Background: an optimization exercise with open tools, aiming at small area, a short achievable clock period and few clock cycles. Do not read the settings as production practice. In this exercise RTL edits were held to simulation tests only and were not proved equivalent to the original. Power and IR drop assume default switching activity.

$ cat flow/design.v
module halfadder(S,C,x,y);
    input x,y;
    output S,C;
    xor(S,x,y);
    and(C,x,y);
endmodule
module fulladder(S,C,x,y,z);
   input x,y,z;
   output S,C;
   wire S1,D1,D2;
   halfadder HA1(S1,D1,x,y),
            HA2(S,D2,S1,z);
   or(C,D1,D2);
endmodule
`timescale 1ns / 1ps
module EightBitAdder(s,x,y,c,ov);
    input [7:0] x,y;
    input c;
    output ov;
    output [8:0] s;
    wire c1,c2,c3,c4,c5,c6;
    fulladder   FA1 (s[0],c1,x[0],y[0],c),
                FA2 (s[1],c2,x[1],y[1],c1),
                FA3 (s[2],c3,x[2],y[2],c2),
                FA4 (s[3],c4,x[3],y[3],c3),
                FA5 (s[4],c5,x[4],y[4],c4),
                FA6 (s[5],c6,x[5],y[5],c5),
                FA7 (s[6],ov,x[6],y[6],c6),
                FA8 (s[7],s[8],x[7],y[7],ov);
endmodule
`timescale 1ns / 1ps
module index_adder(next_index,index);
    input [3:0] index;
    output [3:0] next_index;
    wire c0,c1,c2,c3;
    halfadder IA1 (next_index[0],c0,index[0],1'b1),
                IA2 (next_index[1],c1,index[1],c0),
                IA3 (next_index[2],c2,index[2],c1),
                IA4 (next_index[3],c3,index[3],c2);
endmodule
`timescale 1ns / 1ps
module signchanger(nega,a);
    input [7:0] a;
    output [7:0] nega;
    wire [7:0] b,c;
    not(b[0],a[0]);
    not(b[1],a[1]);
    not(b[2],a[2]);
    not(b[3],a[3]);
    not(b[4],a[4]);
    not(b[5],a[5]);
    not(b[6],a[6]);
    not(b[7],a[7]);
    halfadder IA1 (nega[0],c[0],b[0],1'b1),
                IA2 (nega[1],c[1],b[1],c[0]),
                IA3 (nega[2],c[2],b[2],c[1]),
                IA4 (nega[3],c[3],b[3],c[2]),
                IA5 (nega[4],c[4],b[4],c[3]),
                IA6 (nega[5],c[5],b[5],c[4]),
                IA7 (nega[6],c[6],b[6],c[5]),
                IA8 (nega[7],c[7],b[7],c[6]);
endmodule
`timescale 1ns / 1ps
module EightBitAND(r,a,b);
    input [7:0]a,b;
    output [7:0]r;
    and(r[0],a[0],b[0]);
    and(r[1],a[1],b[1]);
    and(r[2],a[2],b[2]);
    and(r[3],a[3],b[3]);
    and(r[4],a[4],b[4]);
    and(r[5],a[5],b[5]);
    and(r[6],a[6],b[6]);
    and(r[7],a[7],b[7]);
endmodule
`timescale 1ns / 1ps
module EightBitOR(r,a,b);
    input [7:0]a,b;
    output [7:0]r;
    or(r[0],a[0],b[0]);
    or(r[1],a[1],b[1]);
    or(r[2],a[2],b[2]);
    or(r[3],a[3],b[3]);
    or(r[4],a[4],b[4]);
    or(r[5],a[5],b[5]);
    or(r[6],a[6],b[6]);
    or(r[7],a[7],b[7]);
endmodule
`timescale 1ns / 1ps
module EightBitXOR(r,a,b);
    input [7:0]a,b;
    output [7:0]r;
    xor(r[0],a[0],b[0]);
    xor(r[1],a[1],b[1]);
    xor(r[2],a[2],b[2]);
    xor(r[3],a[3],b[3]);
    xor(r[4],a[4],b[4]);
    xor(r[5],a[5],b[5]);
    xor(r[6],a[6],b[6]);
    xor(r[7],a[7],b[7]);
endmodule
`timescale 1ns / 1ps
module EightBitNOT(b,a);
    input [7:0] a;
    output [7:0]b;
    not(b[0],a[0]);
    not(b[1],a[1]);
    not(b[2],a[2]);
    not(b[3],a[3]);
    not(b[4],a[4]);
    not(b[5],a[5]);
    not(b[6],a[6]);
    not(b[7],a[7]);
endmodule
`timescale 1ns / 1ps
module EightBitMultiplier(mu_res,comp,x,y,not_y,clk,en,res);
    input [7:0] x,y,not_y;
    input clk,en,res;
    output [15:0] mu_res;
    output reg comp;
    reg signed [16:0] pro;
    reg [3:0] index;
    reg [7:0] add_b;
    wire [8:0] sum;
    wire [3:0] next_index;
    wire cont2,interm,interm2;
    reg clk_con,carry,isaneg;
    reg signed [16:0] pro_w;
    reg [3:0] index_w;
    reg [7:0] add_b_w;
    reg comp_w,clk_con_w,carry_w,isaneg_w;
    assign mu_res = pro[16:1];
    EightBitAdder mult_adder (sum,pro[16:9],add_b,carry,);
    index_adder MIA (next_index,index);
    or(interm2,index[1],index[0]);
    or(interm,index[2],interm2);
    or(cont2,index[3],interm);
    always @(posedge clk)
    begin
        pro_w = pro;
        index_w = index;
        add_b_w = add_b;
        comp_w = comp;
        clk_con_w = clk_con;
        carry_w = carry;
        isaneg_w = isaneg;
        if(!res)
        begin
            if(en)
            begin
                if(!cont2)
                begin
                    pro_w[8:1] = x;
                    isaneg_w = x[7];
                end
                if(!index[3])
                begin
                    if(!clk_con)
                    begin
                        if(isaneg_w)
                        begin
                            if(pro_w[0])
                            begin
                                if(pro_w[1])
                                begin
                                    add_b_w = 8'b0;
                                    carry_w = 1'b0;
                                end
                                else
                                begin
                                    add_b_w = y;
                                    carry_w = 1'b0;
                                end
                            end
                            else
                            begin
                                if(pro_w[1])
                                begin
                                    add_b_w = not_y;
                                    carry_w = 1'b1;
                                end
                                else
                                begin
                                    add_b_w = 8'b0;
                                    carry_w = 1'b0;
                                end
                            end
                        end
                        else
                        begin
                            if(pro_w[1])
                            begin
                                add_b_w = y;
                                carry_w = 1'b0;
                            end
                            else
                            begin
                                add_b_w = 8'b0;
                                carry_w = 1'b0;
                            end
                        end
                        clk_con_w = ~clk_con;
                    end
                    else
                    begin
                        pro_w[16:9] = sum[7:0];
                        pro_w = pro_w >>> 1;
                        pro_w[16] = sum[8] ^ pro[16] ^ add_b[7];
                        index_w = next_index;
                        clk_con_w = ~clk_con_w;
                    end
                end
                else
                    comp_w = 1'b1;
            end
        end
        else
        begin 
            pro_w = 17'b0;
            index_w = 4'b0;
            comp_w = 1'b0;
            clk_con_w = 1'b0;
        end
        pro <= pro_w;
        index <= index_w;
        add_b <= add_b_w;
        comp <= comp_w;
        clk_con <= clk_con_w;
        carry <= carry_w;
        isaneg <= isaneg_w;
    end
endmodule
`timescale 1ns / 1ps
module EightBitDivisor(sol,comp,x,y,noty,clk,en,res);
    input [7:0] x,y,noty;
    input clk,en,res;
    output [15:0] sol;
    output reg comp;
    reg signed [15:0] sol;
    reg [3:0] index;
    reg [7:0] add_b;
    wire [8:0] sum;
    wire [3:0] next_index;
    wire cont2,interm,interm2,interm3,end_indi;
    reg clk_con,carry,sign,in_store;
    reg signed [15:0] sol_w;
    reg [3:0] index_w;
    reg [7:0] add_b_w;
    reg comp_w,clk_con_w,carry_w,sign_w,in_store_w;
    EightBitAdder div_adder (sum,sol[15:8],add_b,carry,);
    index_adder DIA (next_index,index);
    and(interm3,index[1],index[0]);
    and(end_indi,index[2],interm3);
    or(interm2,index[1],index[0]);
    or(interm,index[2],interm2);
    or(cont2,index[3],interm);
    always @(posedge clk)
    begin
        sol_w = sol;
        index_w = index;
        add_b_w = add_b;
        comp_w = comp;
        clk_con_w = clk_con;
        carry_w = carry;
        sign_w = sign;
        in_store_w = in_store;
        if(!res)
        begin
            if(en)
            begin
                if(!in_store)
                begin
                    sol_w[7:0] = x;
                    in_store_w = 1'b1;
                end
                if(!index[3])
                begin
                    if(!clk_con)
                    begin
                        sol_w = sol_w <<< 1;
                        if(!sign)
                        begin
                            add_b_w = noty;
                            carry_w = 1'b1;
                        end
                        else
                        begin
                            add_b_w = y;
                            carry_w = 1'b0;
                        end
                        clk_con_w = ~clk_con;
                    end
                    else
                    begin
                        if(!end_indi)
                        begin
                            sol_w[15:8] = sum[7:0];
                            sol_w[0] = ~sol_w[15];
                        end
                        else
                        begin
                            sol_w[15:8] = sum[7:0];
                            sol_w[0] = ~sum[7];
                        end
                        sign_w = sol_w[15];
                        index_w = next_index;
                        clk_con_w = ~clk_con;
                    end
                end
                else
                    comp_w = 1'b1;
            end
        end
        else
        begin
            sol_w = 16'b0;
            index_w = 4'b0;
            comp_w = 1'b0;
            clk_con_w = 1'b0;
            carry_w = 1'b0;
            sign_w = 1'b0;
            in_store_w = 1'b0;
        end
        sol <= sol_w;
        index <= index_w;
        add_b <= add_b_w;
        comp <= comp_w;
        clk_con <= clk_con_w;
        carry <= carry_w;
        sign <= sign_w;
        in_store <= in_store_w;
    end
endmodule
`timescale 1ns / 1ps
module top_module(ans,sign,overflow,car,done,a,b,con,start,clk,rst);
    input [7:0] a;
    input [7:0] b;
    input [2:0] con;
    input start;
    input clk;
    input rst;
    output reg sign,car,overflow,done;
    output [15:0] ans;
    wire [15:0] mult_res,div_res;
    wire [8:0] sum;
    wire [7:0] rfix,negr,rem,notb,not_negb,and_ans,or_ans,xor_ans,nega,negb,negqo,div_a,div_b,div_notb,y;
    wire [8:0] rsum;
    wire mult_com,div_com,ov,carry,mult_enab,mult_reset,div_enab,div_reset;
    reg [7:0] ra,rb;
    reg [2:0] op;
    reg [15:0] sol;
    reg [1:0] state;
    assign ans = sol;
    parameter ADD = 3'b000;
    parameter SUB = 3'b001;
    parameter MUL = 3'b010;
    parameter DIV = 3'b011;
    parameter AND = 3'b100;
    parameter OR = 3'b101;
    parameter NOT = 3'b110;
    parameter XOR = 3'b111;
    localparam IDLE = 2'd0;
    localparam RUN = 2'd1;
    localparam DIVFIX = 2'd2;
    assign y = (op == SUB) ? notb : rb;
    assign carry = (op == SUB);
    assign mult_enab = (state == RUN) && (op == MUL);
    assign mult_reset = !mult_enab;
    assign div_enab = (state == RUN) && (op == DIV);
    assign div_reset = !div_enab;
    EightBitAdder adder (sum,ra,y,carry,ov);
    EightBitMultiplier mult (mult_res,mult_com,ra,rb,notb,clk,mult_enab,mult_reset);
    EightBitDivisor div (div_res,div_com,div_a,div_b,div_notb,clk,div_enab,div_reset);
    EightBitAND and_gate (and_ans,ra,rb);
    EightBitOR or_gate (or_ans,ra,rb);
    EightBitNOT not_gate (notb,rb);
    EightBitXOR xor_gate (xor_ans,ra,rb);
    signchanger s1 (nega,ra);
    signchanger s2 (negb,rb);
    signchanger s3 (negqo,sol[7:0]);
    EightBitNOT not_gate2 (not_negb,negb);
    assign div_a = ra[7]?nega:ra;
    assign div_b = rb[7]?negb:rb;
    assign div_notb = rb[7]?not_negb:notb;
    EightBitAdder rem_adder (rsum,sol[15:8],div_b,1'b0,);
    assign rfix = sol[15]?rsum[7:0]:sol[15:8];
    signchanger s4 (negr,rfix);
    assign rem = ra[7]?negr:rfix;
    always @(posedge clk)
    begin
        done <= 1'b0;
        if(rst)
        begin
            state <= IDLE;
            sol <= 16'b0;
            sign <= 1'b0;
            car <= 1'b0;
            overflow <= 1'b0;
        end
        else
        begin
            case(state)
                IDLE :
                begin
                    if(start)
                    begin
                        ra <= a;
                        rb <= b;
                        op <= con;
                        state <= RUN;
                    end
                end
                RUN :
                begin
                    case(op)
                        ADD, SUB :
                        begin
                            sol <= {8'b00000000, sum[7:0]};
                            car <= sum[8];
                            sign <= sum[7];
                            overflow <= sum[8] ^ ov;
                            done <= 1'b1;
                            state <= IDLE;
                        end
                        MUL :
                        begin
                            if(mult_com)
                            begin
                                sol <= mult_res;
                                sign <= mult_res[15];
                                car <= 1'b0;
                                overflow <= 1'b0;
                                done <= 1'b1;
                                state <= IDLE;
                            end
                        end
                        DIV :
                        begin
                            if(div_com)
                            begin
                                sol <= div_res;
                                state <= DIVFIX;
                            end
                        end
                        AND :
                        begin
                            sol <= {8'b00000000, and_ans};
                            sign <= and_ans[7];
                            car <= 1'b0;
                            overflow <= 1'b0;
                            done <= 1'b1;
                            state <= IDLE;
                        end
                        OR :
                        begin
                            sol <= {8'b00000000, or_ans};
                            sign <= or_ans[7];
                            car <= 1'b0;
                            overflow <= 1'b0;
                            done <= 1'b1;
                            state <= IDLE;
                        end
                        NOT :
                        begin
                            sol <= {8'b00000000, notb};
                            sign <= notb[7];
                            car <= 1'b0;
                            overflow <= 1'b0;
                            done <= 1'b1;
                            state <= IDLE;
                        end
                        default :
                        begin
                            sol <= {8'b00000000, xor_ans};
                            sign <= xor_ans[7];
                            car <= 1'b0;
                            overflow <= 1'b0;
                            done <= 1'b1;
                            state <= IDLE;
                        end
                    endcase
                end
                default :
                begin
                    if(ra[7] ^ rb[7])
                    begin
                        sol[7:0] <= negqo;
                        sign <= negqo[7];
                    end
                    else
                        sign <= sol[7];
                    sol[15:8] <= rem;
                    car <= 1'b0;
                    overflow <= 1'b0;
                    done <= 1'b1;
                    state <= IDLE;
                end
            endcase
        end
    end
endmodule
$ cat flow/run.sh
#!/bin/bash
# synth_recipe.tcl (not shown) runs the flow's synth.tcl, then flattens the netlist and writes it again
# the make line also repeats each setting of config.mk as NAME=value (left out here)
make -C /OpenROAD-flow-scripts/flow DESIGN_CONFIG=/design/flow/config.mk WORK_HOME=/design/flow/orfs CLKGATE_MAP_FILE= SYNTH_SCRIPT=/design/flow/synth_recipe.tcl finish
$ cat flow/config.mk
export PLATFORM = sky130hd
export DESIGN_NAME = top_module
export DESIGN_NICKNAME = top_module
export VERILOG_FILES = /design/flow/design.v
export SDC_FILE = /design/flow/constraint.sdc
export NUM_CORES = 4
export LEC_CHECK = 0
export CAP_MARGIN = 20
export CORE_MARGIN = 2
export CORE_UTILIZATION = 40
export PLACE_DENSITY = 0.6
export SLEW_MARGIN = 20
$ cat flow/constraint.sdc
create_clock -name core_clock -period 5.0 [get_ports {clk}]
set_input_delay 1.0000 -clock core_clock [delete_from_list [all_inputs] [get_ports {clk}]]
set_output_delay 1.0000 -clock core_clock [all_outputs]
set_load 0.01 [all_outputs]
==> notes.md <==
## synth_stat cells, drive strengths merged, types with 5 or more instances
cell / number / area, um^2
buf: 22 / 136.4
ha: 46 / 575.6
nand3: 6 / 35.03
o41ai: 7 / 61.31
o22ai: 6 / 37.54
mux2i: 52 / 520.5
mux2: 7 / 78.83
a211oi: 10 / 80.07
nand2b: 9 / 63.81
nor3b: 5 / 42.54
mux4: 6 / 135.1
clkbuf: 26 / 97.59
o21ai: 25 / 125.1
nand2: 55 / 206.5
nor3: 8 / 45.04
nor2: 79 / 296.5
edfxtp: 37 / 1111
inv: 45 / 168.9
fa: 29 / 580.6
nor2b: 9 / 56.30
xnor2: 19 / 166.4
a221oi: 5 / 43.79
dfxtp: 70 / 1401
o2bb2ai: 6 / 52.55
nand3b: 6 / 45.04
a21oi: 41 / 209.0
## critical path: cells and delay by family (launching register included)
kind / cells / cell delay (ns)
XOR/XNOR: 1 / 0.13
AO/OA/AOI/OAI: 4 / 0.79
adder cells (fa/ha/maj): 7 / 3.01
flip-flops: 1 / 0.43
AND/OR/NAND/NOR: 1 / 0.25
## layer usage
layer	GRT usage, %	vias to the layer above	routed length (um)
met5	0	-	0
met4	7.270	0	373
met3	2.511	23	677
met2	32.56	108	7898
met1	29.22	2420	8156
li1	-	2353	-
## flip-flops by register name, summed over array words and instances, names as in the netlist, 4 cells and up
register    cells
mult.add_b      8
div.index       4
mult.index      4
div.add_b       8
mult.pro       17
sol            16
rb              8
div.sol        16
ra              8
## power by group
part	switching [mW]	leakage [nW]	total (mW)	internal, mW
Combinational	0.155	1.86	0.290	0.135
Sequential	0.0246	0.909	0.944	0.920
Clock	0.336	0.128	0.685	0.349
## per-stage QoR
step / hold WS [ns] / util (%) / power (mW) / cells / cell area (um^2)
3_3_place_gp: 0.4581 / 44.09 / 1.250 / 897 / 7234
3_5_place_dp: 0.4689 / 44.09 / 1.254 / 897 / 7234
4_1_cts: 0.4785 / 45.73 / 1.936 / 913 / 7503
5_1_grt: 0.5034 / 45.78 / 2.008 / 913 / 7511
6_report: 0.4746 / 45.78 / 1.919 / 913 / 7511
2_1_floorplan: 0.4487 / - / 1.158 / 670 / 6673
## cells by family after synthesis
logic type | count (synthesis) | synth area share, %
fa+ha+maj | 75 | 17.34
flops | 107 | 37.69
mux | 65 | 11.02
buf+inv | 93 | 6.043
simple gates | 189 | 13.16
compound gates | 119 | 11.86
xor+xnor | 22 | 2.890
## final cells by class
cell class / count / area, um^2 / area share (%)
clock buffers: 13 / 244.0 / 3.248
multi-input cells: 470 / 3770 / 50.19
well taps: 220 / 275.3 / 3.665
repair buffers: 55 / 515.5 / 6.863
clock inverters: 3 / 25.02 / 0.3332
inverters: 45 / 168.9 / 2.249
flip-flops and latches: 107 / 2512 / 33.45
## what timing repair did
| action | CTS | global route |
|---|---|---|
| setup endpoints to repair | 0 | 2 |
| resized for setup | 0 | 2 |
| buffers inserted | 0 | 0 |
## worst min path at each step
stage,startpoint,endpoint
after floorplan,mult.pro[9]$_SDFFE_PN0P_,mult.pro[9]$_SDFFE_PN0P_
after global placement,sol[5]$_SDFFE_PP0P_,sol[5]$_SDFFE_PP0P_
after detailed placement,sol[5]$_SDFFE_PP0P_,sol[5]$_SDFFE_PP0P_
after CTS,sol[5]$_SDFFE_PP0P_,sol[5]$_SDFFE_PP0P_
after global routing,sol[5]$_SDFFE_PP0P_,sol[5]$_SDFFE_PP0P_
final,sol[5]$_SDFFE_PP0P_,sol[5]$_SDFFE_PP0P_
==> impl_results.md <==
* Max_cap viols at 0
* Crit-path most repeated cell: fa_1
* Number of global-route vias before repair at 4973
* Rows at 47
* Commonest non-fill, non-tap cell in the layout: nor2_1
* CTS root buf: clkbuf_16
* Total congestion overflow at 0
* Most frequent cells in the layout: nor2_1, dfxtp_1, nand2_1
* Worst Skew at 0.008767 ns
* Critical path cell sequence: nor3_4, xnor2_1, fa_1, fa_1, fa_1, fa_1, fa_1, fa_1, fa_1, a2bb2oi_1, o22ai_1, o221ai_1, a221oi_1
* CTS tree: built
* Post-synth net total at 767
* CP endpoint kind: flip-flop
* Achievable Freq at 212.1 MHz
* Worst R2R Path Depth at 13
* Critical Path AT at 4.98 ns
* Drt pass-1 iters at 4
* Worst Max-Slew Pin Slew at 0.7748 ns
* Largest net degree at the start of global routing at 30
* Final Setup Violations at 0
* CP max-delay cell: fa_1
* Overall routing resource usage at 20.55%
* DRT antenna net count at 0
* Status: no timing/DRC/antenna violations
* Fillers at 1571
* 1st-iter DRT viols at 281
* Starting density of the core at 40.63%
* Diode count at 0
* Type of origin of the critical path: flip-flop
* Max-slew violations at 0
* Number of CTS-inserted buffers at 9
* Initial antenna violation count at 0
* PwrDens at 255.5 nW/um^2
* Nets at 785
* Slowest Stage Delay on Critical Path at 0.53 ns
* Hold buffer count at CTS at 0
* CTS H-tree depth at 3
* Min cycle time layout at 4.716 ns
* RR Endpoint: sign$_SDFFE_PP0P_
* Average wire per standard cell at 18.74 um
* RSZ-0062 raised after global routing: false
* Worst Path Max Fanout at 3
* Number of synthesized flops with an enable pin at 37
* Share of flip-flops with an asynchronous set or reset at 0%
* R2R setup slack at 0.28 ns
* Required time of the critical path at 5.27 ns
* Worst slack, placed at 0.3226 ns
* Port bufs at 41
* Mapped Avg Cell Area at 9.950 um^2
* Worst setup endpoint: sign$_SDFFE_PP0P_
* Yosys Warn Count at 3
* Area Overhead vs Synth at 12.67%
* Seq/Total Area, Yosys at 37.69%
* Clock slew at the register clock pins of the worst setup and hold paths at 0.07 ns
* Die area at 17710 um^2
* Via count at 4904
* Worst slew margin at 48.28%
* R2r startpoint: op[1]$_DFFE_PP_
* Die Wd at 133.1 um
* First-pass GRT wire length at 28090 um
* Tcrit/Tclk final at 94.31%
* # IOs at 42
* Share of cells above drive strength 1 at 7.792%
* Placer Congestion at 0.8947
* Post-Syn Area at 6666 um^2
* Maximum vdd drop at 0.1774 mV
* Chip Height at 133.1 um
* Post-layout worst setup margin at 0.2845 ns
* Core footprint at 16410 um^2
* Hold Crit Class: flip-flop to flip-flop
* Placed wire-length estimate at 12880 um
* Min-Delay Path Depth at 2
* #FFs+latches synth at 107
* Post-synth cell types at 57
* CP Launch Point: op[1]$_DFFE_PP_
* Clk buf depth at 2
* Final-report hold violation count at 0
* Sink Count at 107
* Post-Route WL at 17110 um
* WS Path Type: flip-flop to flip-flop
* Pleak at 2.896 nW
* Post-synth top flop: dfxtp_1
* DR DRC count at 0
* DR vias/cell at 5.371
* Setup TNS at 0 ns
* Synth Instances at 670
* Clock latency (worst-skew pair) at 0.36 ns
Testbench counts, summed over its fixed seeds: cycles 20,044.

re-timing with driven ports:
How much do the figures lean on ideal ports? The routed layout below was timed once more, with nothing changed but the port constraints. Step 1 (the two cells are an assumption about what drives the block):
set clk [get_ports {clk}]
set_driving_cell -lib_cell sky130_fd_sc_hd__clkbuf_16 $clk
set_driving_cell -lib_cell sky130_fd_sc_hd__buf_2 [delete_from_list [all_inputs] $clk]
Step 2 moves the port delays by t, midway between the first and last clock arrival at a register: inputs arrive t later, outputs are due t later. That takes back most of the time a late clock gives input paths. Slacks: no drivers / after step 1 / after step 2; pairs: no drivers / after step 1.
t (ns): 0.401
setup slack, ns: 0.284 / 0.284 / 0.284
hold slack, ns: 0.475 / 0.475 / 0.475
clock arrival spread, ns: 0.009 / 0.009
worst slew at a driven data input, ns: 0.05
After both steps setup and hold are still met in this run. The setup slack of this run moves by 0.000 ns with the drivers and by 0.000 ns with both steps.
